This design comes from an exercise in tuning for small area on the open sky130 flow, not from production work.
In this exercise RTL edits were held to simulation tests only and were not proved equivalent to the original.
No activity file was given, so power comes from the tool's default toggle rates.

==> design/flow/design.v <==
module DPA (clk,reset,IM_A, IM_Q,IM_D,IM_WEN,CR_A,CR_Q);
input clk;
input reset;
output [19:0] IM_A;
input [23:0] IM_Q;
output [23:0] IM_D;
output IM_WEN;
output [8:0] CR_A;
input [12:0] CR_Q;
reg [2:0] ph;
reg [18:0] hi;
reg [1:0] pno;
reg [19:0] fb, pa;
reg sz128, sz256;
reg [5:0] sec, min;
reg [4:0] hour;
reg [9:0] acc_r, acc_g, acc_b;
reg pb;
wire ph4 = (ph == 3'd4);
wire [19:0] hi_inc = {1'b0, hi} + 20'd1;
wire wrap = hi_inc[19];
wire init = (hi[18:16] == 3'd0);
wire hdr  = (hi[18:12] == 7'd30);
wire clk1 = (hi[18:12] == 7'd31);
wire clk2 = (hi[18:12] == 7'd80);
wire clkd = clk1 | clk2;
wire pass = (hi[18:15] == 4'd4) | (hi[18:15] == 4'd6);
wire first = ~hi[16];
always @(posedge clk or posedge reset)
	if (reset) begin
		ph <= 3'd0;
		hi <= 19'd0;
	end else begin
		ph <= ph4 ? 3'd0 : ph + 3'd1;
		if (ph4) hi <= (wrap | init) ? 19'd124288 : hi_inc[18:0];
	end
wire [2:0] pnext = {1'b0, pno} + 3'd1;
always @(posedge clk or posedge reset)
	if (reset) pno <= 2'd0;
	else if (wrap & ph4) pno <= (pnext == IM_Q[2:0]) ? 2'd0 : pnext[1:0];
always @(posedge clk) begin
	if (init & (ph == 3'd3)) fb <= IM_Q[19:0];
	if (hdr & (ph == 3'd2)) pa <= IM_Q[19:0];
	if (hdr & (ph == 3'd3)) begin
		sz128 <= IM_Q[7];
		sz256 <= IM_Q[8];
	end
end
wire tinc = (wrap & ph4) | (clk2 & (hi[11:0] == 12'd0) & (ph == 3'd0));
wire s59 = (sec == 6'd59);
wire m59 = (min == 6'd59);
wire h23 = (hour == 5'd23);
always @(posedge clk) begin
	if (init & (ph == 3'd2)) begin
		sec <= IM_Q[5:0];
		min <= IM_Q[13:8];
		hour <= IM_Q[20:16];
	end else if (tinc) begin
		sec <= s59 ? 6'd0 : sec + 6'd1;
		if (s59) begin
			min <= m59 ? 6'd0 : min + 6'd1;
			if (m59) hour <= h23 ? 5'd0 : hour + 5'd1;
		end
	end
end
wire [2:0] ci = hi[11:9];
wire [4:0] cr = hi[8:4];
wire [3:0] cc = hi[3:0];
reg [5:0] dv;
always @(*)
	case (ci)
		3'd0, 3'd1: dv = {1'b0, hour};
		3'd3, 3'd4: dv = min;
		default: dv = sec;
	endcase
wire [2:0] tens = (dv >= 6'd50) ? 3'd5 : (dv >= 6'd40) ? 3'd4 : (dv >= 6'd30) ? 3'd3 :
                  (dv >= 6'd20) ? 3'd2 : (dv >= 6'd10) ? 3'd1 : 3'd0;
wire [3:0] ones = dv - tens * 4'd10;
wire colon = (ci == 3'd2) | (ci == 3'd5);
wire tsel = (ci == 3'd0) | (ci == 3'd3) | (ci == 3'd6);
wire [3:0] dig = colon ? 4'd10 : tsel ? {1'b0, tens} : ones;
assign CR_A = dig * 9'd24 + cr;
wire cvalid = ~(cc[3] & cc[2] & (cc[1] | cc[0])) & ~(cr[4] & cr[3]);
wire bit12 = ((ci == 3'd0) & (cr == 5'd0)) ? CR_Q[12] : pb;
wire cbit = (cc == 4'd0) ? bit12 : CR_Q[4'd12 - cc];
always @(posedge clk)
	if (clkd & cvalid & (cc != 4'd0)) pb <= CR_Q[12];
reg [7:0] kx;
always @(*)
	case (ci)
		3'd0: kx = 8'd152;
		3'd1: kx = 8'd165;
		3'd2: kx = 8'd178;
		3'd3: kx = 8'd191;
		3'd4: kx = 8'd204;
		3'd5: kx = 8'd217;
		3'd6: kx = 8'd230;
		default: kx = 8'd243;
	endcase
wire [7:0] py = hi[14:7];
wire [6:0] pxh = hi[6:0];
wire px0 = py[0] ^ first;
wire dx = ph[0];
wire dy = ph[1];
wire inclk = (py[7] & py[6] & py[5] & (py[4] | py[3])) & (pxh[6] & (pxh[5] | pxh[4] | (pxh[3] & pxh[2])));
wire dx1 = dx & px0 & ~(pxh == 7'd127);
wire dy1 = dy & py[0] & ~(py[7:1] == 7'd127);
reg [19:0] base, off;
always @(*) begin
	base = 20'd0;
	off = 20'd0;
	if (clkd) begin
		base = fb;
		off = {4'd0, 3'b111, cr + 5'd8, kx} + cc;
	end else if (pass) begin
		if (ph4) begin
			base = fb;
			off = {4'd0, py, pxh, px0};
		end else begin
			base = pa;
			if (sz256) off = {4'd0, py, pxh, px0};
			else if (sz128) off = {6'd0, py[7:1] + dy1, pxh + dx1};
			else off = {2'd0, py, dy, pxh, px0, dx};
		end
	end else if (hdr) begin
		off = {17'd0, pno, 1'b0} + {17'd0, ph} + 20'd2;
	end else begin
		off = {17'd0, ph} - 20'd1;
	end
end
assign IM_A = base + off;
wire clr = (ph == 3'd1);
wire [9:0] s_r = (clr ? 10'd0 : acc_r) + IM_Q[23:16];
wire [9:0] s_g = (clr ? 10'd0 : acc_g) + IM_Q[15:8];
wire [9:0] s_b = (clr ? 10'd0 : acc_b) + IM_Q[7:0];
always @(posedge clk) begin
	acc_r <= s_r;
	acc_g <= s_g;
	acc_b <= s_b;
end
wire we = ph4 & ((pass & ~inclk) | (clkd & cvalid));
assign IM_WEN = ~we;
assign IM_D = clkd ? {24{cbit}} : {s_r[9:2], s_g[9:2], s_b[9:2]};
endmodule
==> design/flow/run.sh <==
#!/bin/bash
# synth_recipe.tcl (not shown) runs the flow's synth.tcl, then flattens the netlist and writes it again
# the make line also repeats each setting of config.mk as NAME=value (left out here)
make -C /OpenROAD-flow-scripts/flow DESIGN_CONFIG=/design/flow/config.mk WORK_HOME=/design/flow/orfs CLKGATE_MAP_FILE= SYNTH_SCRIPT=/design/flow/synth_recipe.tcl finish
==> design/flow/config.mk <==
export PLATFORM = sky130hd
export DESIGN_NAME = DPA
export DESIGN_NICKNAME = DPA
export VERILOG_FILES = /design/flow/design.v
export SDC_FILE = /design/flow/constraint.sdc
export NUM_CORES = 4
export LEC_CHECK = 0
export ABC_AREA = 1
export CAP_MARGIN = 20
export CORE_MARGIN = 2
export CORE_UTILIZATION = 40
export SLEW_MARGIN = 20
==> design/flow/constraint.sdc <==
create_clock -name core_clock -period 10.0 [get_ports {clk}]
set_input_delay 2.0000 -clock core_clock [delete_from_list [all_inputs] [get_ports {clk}]]
set_output_delay 2.0000 -clock core_clock [all_outputs]
set_load 0.01 [all_outputs]
==> metrics.csv, run 1 <==
metric,value,unit
cts_hold_buf,0,
tritoncts,built,
drt_iter0_drc,645,
root_buffer,clkbuf_16,
layout.cells.most_common,nand2_1,
setup_viol_count_final,0,
drv_cap,0,
timing.critical_path.fanout_max,15,
run_status,no timing/DRC/antenna violations,
critPathKind,reg2out,
tightest_slew,0.938,ns
clock_insertion_delay_at_the_later_pin_of_the_skew_report,0.42,ns
final_hold_vios,0,
timing.fmax,135,MHz
clk_pin_slew_worst_paths,0.06,ns
cts_setup_buffers,0,
num_antenna_cells,0,
top_level_ports,93,
firstDrtPassIters,8,
hold_ws,0.505,ns
setup.reg_to_reg.worst_slack,6.00,ns
start_util,40.6,%
rsz0062_at_grt,false,
syn_inst,1233,
timing.critical_path.from_type,flop,
finish.net_count,1439,
die_area,24100,µm²
critPathCaptureType,output pin,
ys_top_cells_by_area,"edfxtp_1 (20%), ha_1 (10%), nand2_1 (9.4%)",
wirelength,26.6,mm
area_growth_syn_to_layout,18.8,%
cp_slowest_cell,dfrtp_1,
part_of_the_yosys_area_used_for_sequential_elements,32.9,%
leakagePower,5.03,nW
arrival,5.42,ns
final.fill_count,2224,
rr_startpoint,ph[1],
port_buffers,92,
die_width,155,µm
number_of_enable_flip_flop_cells_after_synthesis,60,
remaining_drc_errors,0,
syn-cell-area,9140,µm²
post_synthesis_mean_instance_area,7.41,µm²
vdd_ir_drop_max,0.200,mV
hold_path_class,reg2reg,
die_y,155,µm
min-delay-start,acc_b[9],
setup_tns,0,ns
dominantRegCellSynth,edfxtp_1,
tritoncts.num_buffers,17,
ff_latch_area,3000,µm²
cts_htree_levels,4,
clock-skew-final,0.0102,ns
pin_count_of_the_biggest_net_entering_global_routing,26,
synthDominantAreaCellType,edfxtp_1,
cts.path.max_buffers,2,
wl_per_cell,16.5,µm
post-route-util,48.3,%
via_count,8518,
cts.sink_count,114,
rr_worst_depth,15,
min_period_over_period,74.2,%
post_dp_cell_area,10300,µm²
grt_pass1_wl,42.4,mm
postCtsResizedCells,0,
worstHoldPathCells,2,
vias_per_inst,5.28,
ys_seq_elements,114,
critPathRequiredTime,8.00,ns
critical_path.max_stage_delay,0.73,ns
post-dp-hpwl,20.6,mm
floorplan.core_area,22500,µm²
synth_fp_nets,1357,
power_density,171,nW/µm²
worstReg2RegEnd,acc_r[8],
hold_path_end,acc_b[9],
critical_path.cell_chain,inv_2 -> nor2_1 -> a21oi_1 -> ha_1 -> inv_1 -> nor2_1 -> o21ai_0 -> nand2_1 -> o21ai_0 -> o21ai_0 -> nand2_1 -> o21ai_0 -> ha_1 -> nand2_1 -> nor2_1 -> and3_1 -> nor2_1 -> o21ai_0 -> nand3_1 -> nand2_1 -> nand3_1 -> nand2_1 -> xor2_1 -> clkdlybuf4s50_1,
layout.cells.most_common_list,"nand2_1 (228), inv_1 (164), nor2_1 (164)",
globalRouteTotalUtil,22.3,%
yosysUniqueCellTypes,51,
drive_gt1_share,5.35,%
p_total,0.00186,W
multi_input_area,5320,µm²
period_minus_slack,7.42,ns
timing.slew.headroom,37.3,%
grt_remaining_overflow,0,
final_area,10900,µm²
drv_slew,0,
routabilityCongestion,0.928,
ys.warnings.count,1,
grt_antenna_before_repair,0,
placementRows,55,
ant_nets,0,
synth_async_sr_flop_share,21.1,%
yosys.area.top_type_share,19.7,%
grt_pass1_vias,8281,
==> cells by family (layout without fill, tap and decap cells) <==
family	count (synthesis)	after routing	share of synthesized area, %
xor+xnor	70	70	6.71
buf+inv	208	303	9.04
mux	1	1	0.110
fa+ha+maj	85	85	12.4
flops	114	114	32.9
simple gates	522	522	24.4
compound gates	233	233	14.5
==> power by group <==
part	total (W)	internal [W]	switching [W]
combinational	0.000713	0.000347	0.000366
sequential	0.000562	0.000549	0.0000126
clock	0.000585	0.000344	0.000241
total	0.00186	0.00124	0.000619
==> cells in the mapped netlist, types with 9 or more instances <==
master,instances
a21oi_1,70
clkbuf_1,17
nor3_1,19
nor2_1,164
dfrtp_1,24
o22ai_1,10
nand2_2,10
o211ai_1,14
o21ai_0,101
buf_2,11
dfxtp_1,30
xnor2_1,20
nand3_1,62
xor2_1,50
ha_1,76
inv_1,165
edfxtp_1,60
nand2_1,228
fa_1,9
==> metrics by stage <==
| stage | setup slack, ns | cells |
|---|---|---|
| 2_1_floorplan | 4.30 | 1233 |
| 3_3_place_gp | 2.70 | 1580 |
| 3_5_place_dp | 2.72 | 1580 |
| 4_1_cts | 2.67 | 1612 |
| 5_1_grt | 1.99 | 1613 |
| 6_report | 2.58 | 1613 |
==> per-layer routing <==
layer  global-route usage [%]  vias to the layer above  part of all wire [%]
met5                        0                        -                     0
met4                     7.32                        0                   2.6
met3                     3.79                       35                   5.4
met2                     37.0                      292                    45
met1                     29.7                     3944                    47
li1                         -                     4247                     -
==> cell type report <==
class	instances	area share [%]
Multi-Input combinational cell	911	48.9
Sequential cell	114	27.6
Timing Repair Buffer	99	9.03
Inverter	172	5.94
Clock buffer	18	3.95
Tap cell	285	3.28
Clock inverter	14	1.20
==> how the worst max path moves through the flow <==
stage	from	to	slack, ns	depth (start not counted)
floorplan	IM_Q[8]	IM_D[14]	4.30	12
global placement	IM_Q[0]	IM_D[6]	2.70	14
detailed placement	IM_Q[0]	IM_D[6]	2.72	14
CTS	IM_Q[0]	IM_D[6]	2.67	14
global route	hi[12]	IM_A[16]	1.99	22
finish	hi[9]	IM_A[16]	2.58	24
==> critical path, delay by kind of cell, from the launching register on <==
kind,cells,cell delay [ns]
AOI/OAI and AO/OA,6,1.01
buffers and inverters,3,0.93
and+or+nand+nor,12,1.47
adders and majority gates,2,0.71
xor gates and xnor gates,1,0.14
DFF,1,0.73
==> flip-flops by register name (all words and copies together), names as in the netlist <==
signal	flops
fb	20
pa	20
hi	19
acc_b	10
acc_g	10
acc_r	10
min	6
sec	6
hour	5
ph	3
pno	2
pb	1
sz128	1
sz256	1
==> run 2, diff against run 1 <==
--- a/design/flow/config.mk
+++ b/design/flow/config.mk
@@ -7,3 +7,2 @@
 export LEC_CHECK = 0
-export ABC_AREA = 1
 export CAP_MARGIN = 20
==> run 2 against run 1 <==
  * Wire length down 4.4%
  * Largest cell class unchanged
  * Sequential share of layout area up 0.53 points
  * Synthesized cell count is 14% lower
  * Critical path depth decreased by 5
  * Critical path type unchanged
==> metrics.csv, run 2 <==
metric,value,unit,change
run_status,no timing/DRC/antenna violations,,
clock-skew-final,0.0112,ns,+0.000968 ns
timing.critical_path.from_type,flop,,
final_hold_vios,0,,unchanged
routabilityCongestion,0.912,,-1.6%
min_period_over_period,83.7,%,+9.5 points
critPathKind,reg2out,,
post-dp-hpwl,18.9,mm,-8.0%
setup_viol_count_final,0,,unchanged
area_growth_syn_to_layout,17.9,%,
synth_async_sr_flop_share,21.1,%,unchanged
pin_count_of_the_biggest_net_entering_global_routing,50,,+92%
floorplan.core_area,22000,µm²,-2.1%
grt_remaining_overflow,0,,unchanged
power_density,169,nW/µm²,-1.1%
clk_pin_slew_worst_paths,0.05,ns,about the same
cts_htree_levels,4,,unchanged
ys.warnings.count,1,,unchanged
syn_inst,1064,,-14%
ys_seq_elements,114,,unchanged
ys_top_cells_by_area,"edfxtp_1 (20%), ha_1 (11%), nand2_1 (6.8%)",,
cts.sink_count,114,,unchanged
layout.cells.most_common_list,"nand2_1 (164), clkdlybuf4s50_1 (92), a21oi_1 (84)",,
tightest_slew,1.04,ns,+0.103 ns
globalRouteTotalUtil,21.6,%,-0.68 points
critPathCaptureType,output pin,,
drv_cap,0,,unchanged
post_synthesis_mean_instance_area,8.49,µm²,+15%
post_synth_most_frequent_cells,"nand2_1 (164), a21oi_1 (84), ha_1 (76), nor2_1 (72), o21ai_0 (69)",,
die_y,154,µm,-0.55%
timing.slew.headroom,30.6,%,-6.7 points
finish.net_count,1245,,-13%
period_minus_slack,8.37,ns,+0.949 ns
placementRows,54,,-1.8%
layoutNonFillerInstCount,1414,,-12%
wirelength,25.5,mm,-4.4%
dominantRegCellSynth,edfxtp_1,,
grt_antenna_before_repair,0,,unchanged
cts_hold_buf,0,,unchanged
synthDominantAreaCellType,edfxtp_1,,
tritoncts,built,,
wl_per_cell,18.0,µm,+9.0%
die_width,154,µm,-0.55%
num_antenna_cells,0,,unchanged
hold_path_class,reg2reg,,
setup_tns,0,ns,unchanged
grt_pass1_wl,40.8,mm,-3.9%
drv_slew,0,,unchanged
via_count,7905,,-7.2%
root_buffer,clkbuf_16,,
start_util,41.0,%,+0.41 points
syn-cell-area,9030,µm²,-1.1%
ant_nets,0,,unchanged
postCtsResizedCells,0,,unchanged
critPathRequiredTime,8.00,ns,about the same
top_level_ports,93,,unchanged
timing.fmax,120,MHz,-11%
clock_insertion_delay_at_the_later_pin_of_the_skew_report,0.42,ns,about the same
arrival,6.37,ns,+0.95 ns
synth_fp_nets,1188,,-12%
drive_gt1_share,5.38,%,+0.033 points
yosys.area.top_type_share,19.9,%,+0.23 points
cts_setup_buffers,0,,unchanged
yosysUniqueCellTypes,75,,+47%
vdd_ir_drop_max,0.187,mV,-6.5%
drt_iter0_drc,562,,-13%
timing.critical_path.fanout_max,24,,+9
hold_ws,0.508,ns,+0.00334 ns
remaining_drc_errors,0,,unchanged
dp_cells,1382,,-13%
rsz0062_at_grt,false,,
die_area,23800,µm²,-1.1%
number_of_enable_flip_flop_cells_after_synthesis,60,,unchanged
port_buffers,92,,unchanged
synth.most_common_cell,nand2_1,,
p_total,0.00180,W,-3.0%
tritoncts.num_buffers,17,,unchanged
vias_per_inst,5.59,,+5.9%
leakagePower,4.42,nW,-12%
grt_pass1_vias,7478,,-9.7%
cts.path.max_buffers,2,,unchanged
layout.cells.most_common,nand2_1,,
part_of_the_yosys_area_used_for_sequential_elements,33.2,%,+0.38 points
firstDrtPassIters,5,,-3
reg_top3,"fb x20, pa x20, hi x19",,
==> run 2: logic make-up after synthesis <==
kind of cell,Yosys count,synth area share [%]
AO/OA/AOI/OAI,290,20.6
XOR/XNOR,85,8.24
adder cells (fa/ha/maj),87,12.7
buffers and inverters,111,4.97
flip-flops,114,33.2
multiplexers,9,1.55
AND/OR/NAND/NOR,368,18.7
==> run 2: cell type report <==
type	count	area, µm²
clock inverters	14	115
fillers	2112	11400
inverters	50	188
flip-flops and latches	114	3000
multi-input cells	839	5600
clock buffers	18	429
well taps	280	350
repair buffers	99	973
==> run 2: where the power goes <==
part           internal (W)  switching [W]
registers          0.000548      0.0000124
logic              0.000378       0.000305
clock network      0.000339       0.000221
total               0.00127       0.000538
==> run 2: per-layer routing <==
metal | global-route usage (%) | vias up | part of all wire (%)
met5 | 0 | - | 0
met4 | 5.82 | 0 | 1.8
met1 | 31.7 | 3721 | 48
met2 | 33.0 | 271 | 44
li1 | - | 3878 | -
met3 | 3.73 | 35 | 6.2
==> run 2: worst paths after layout <==
| kind | cells after the start | end | start | slack, ns |
|---|---|---|---|---|
| hold reg to reg | 2 | acc_g[8] | acc_g[8] | 0.51 |
| hold / removal | 2 | acc_g[8] | acc_g[8] | 0.51 |
| setup reg to reg | 7 | min[2] | hi[1] | 6.53 |
| min in group asynchronous | 2 | hi[6] | reset | 2.00 |
| max in group asynchronous | 2 | hi[10] | reset | 7.56 |
| setup / recovery | 19 | CR_A[8] | hi[11] | 1.63 |
==> run 2: through the flow <==
stage / area (µm²) / utilization (%) / setup WS (ns)
6_report: 10700 / 48.4 / 1.63
5_1_grt: 10700 / 48.4 / 1.14
4_1_cts: 10600 / 48.3 / 1.63
3_5_place_dp: 10100 / 45.9 / 2.05
3_3_place_gp: 10100 / 45.9 / 2.24
2_1_floorplan: 9030 / - / 3.63
==> run 2: critical path, cell delays in order, from the launching register on <==
cell and delay, ns:
dfrtp_1 0.84, clkinv_1 0.61, a211oi_1 0.51, a211oi_4 0.07, inv_2 0.12, o21ai_0 0.08
a221oi_1 0.27, nor2_1 0.12, ha_1 0.21, fa_1 0.37, or3_1 0.40, a31oi_1 0.26
and2_1 0.20, inv_2 0.06, ha_1 0.39, nor4b_1 0.50, nand2b_1 0.11, a21oi_1 0.14
a221o_1 0.16, clkdlybuf4s50_1 0.53

## separate check: timing with driven ports
The flow's constraints put no driver on any port. The routed layouts listed below were extracted and timed again, unchanged, in two steps. Step 1 (the two cells are an assumption about what drives the block):
set clk [get_ports {clk}]
set_driving_cell -lib_cell sky130_fd_sc_hd__clkbuf_16 $clk
set_driving_cell -lib_cell sky130_fd_sc_hd__buf_2 [delete_from_list [all_inputs] $clk]
Step 2 adds t to the input delays and takes it off the output delays; t is the mean of the earliest and latest rising clock arrival at the registers after step 1. Input paths then give back, and output paths get back, about the clock's delay inside the block. Three values: ideal ports, drivers, drivers and shift; two values: the first two.
| run | shift t [ns] | setup WS [ns] | hold slack, ns | worst data-port slew with drivers (ns) |
|---|---|---|---|---|
| run 1 | 0.459 | 2.581 / 2.535 / 2.630 | 0.505 / 0.505 / 0.505 | 0.06 |
| run 2 | 0.457 | 1.632 / 1.586 / 2.043 | 0.508 / 0.508 / 0.508 | 0.05 |
After both steps every run listed still meets setup and hold.
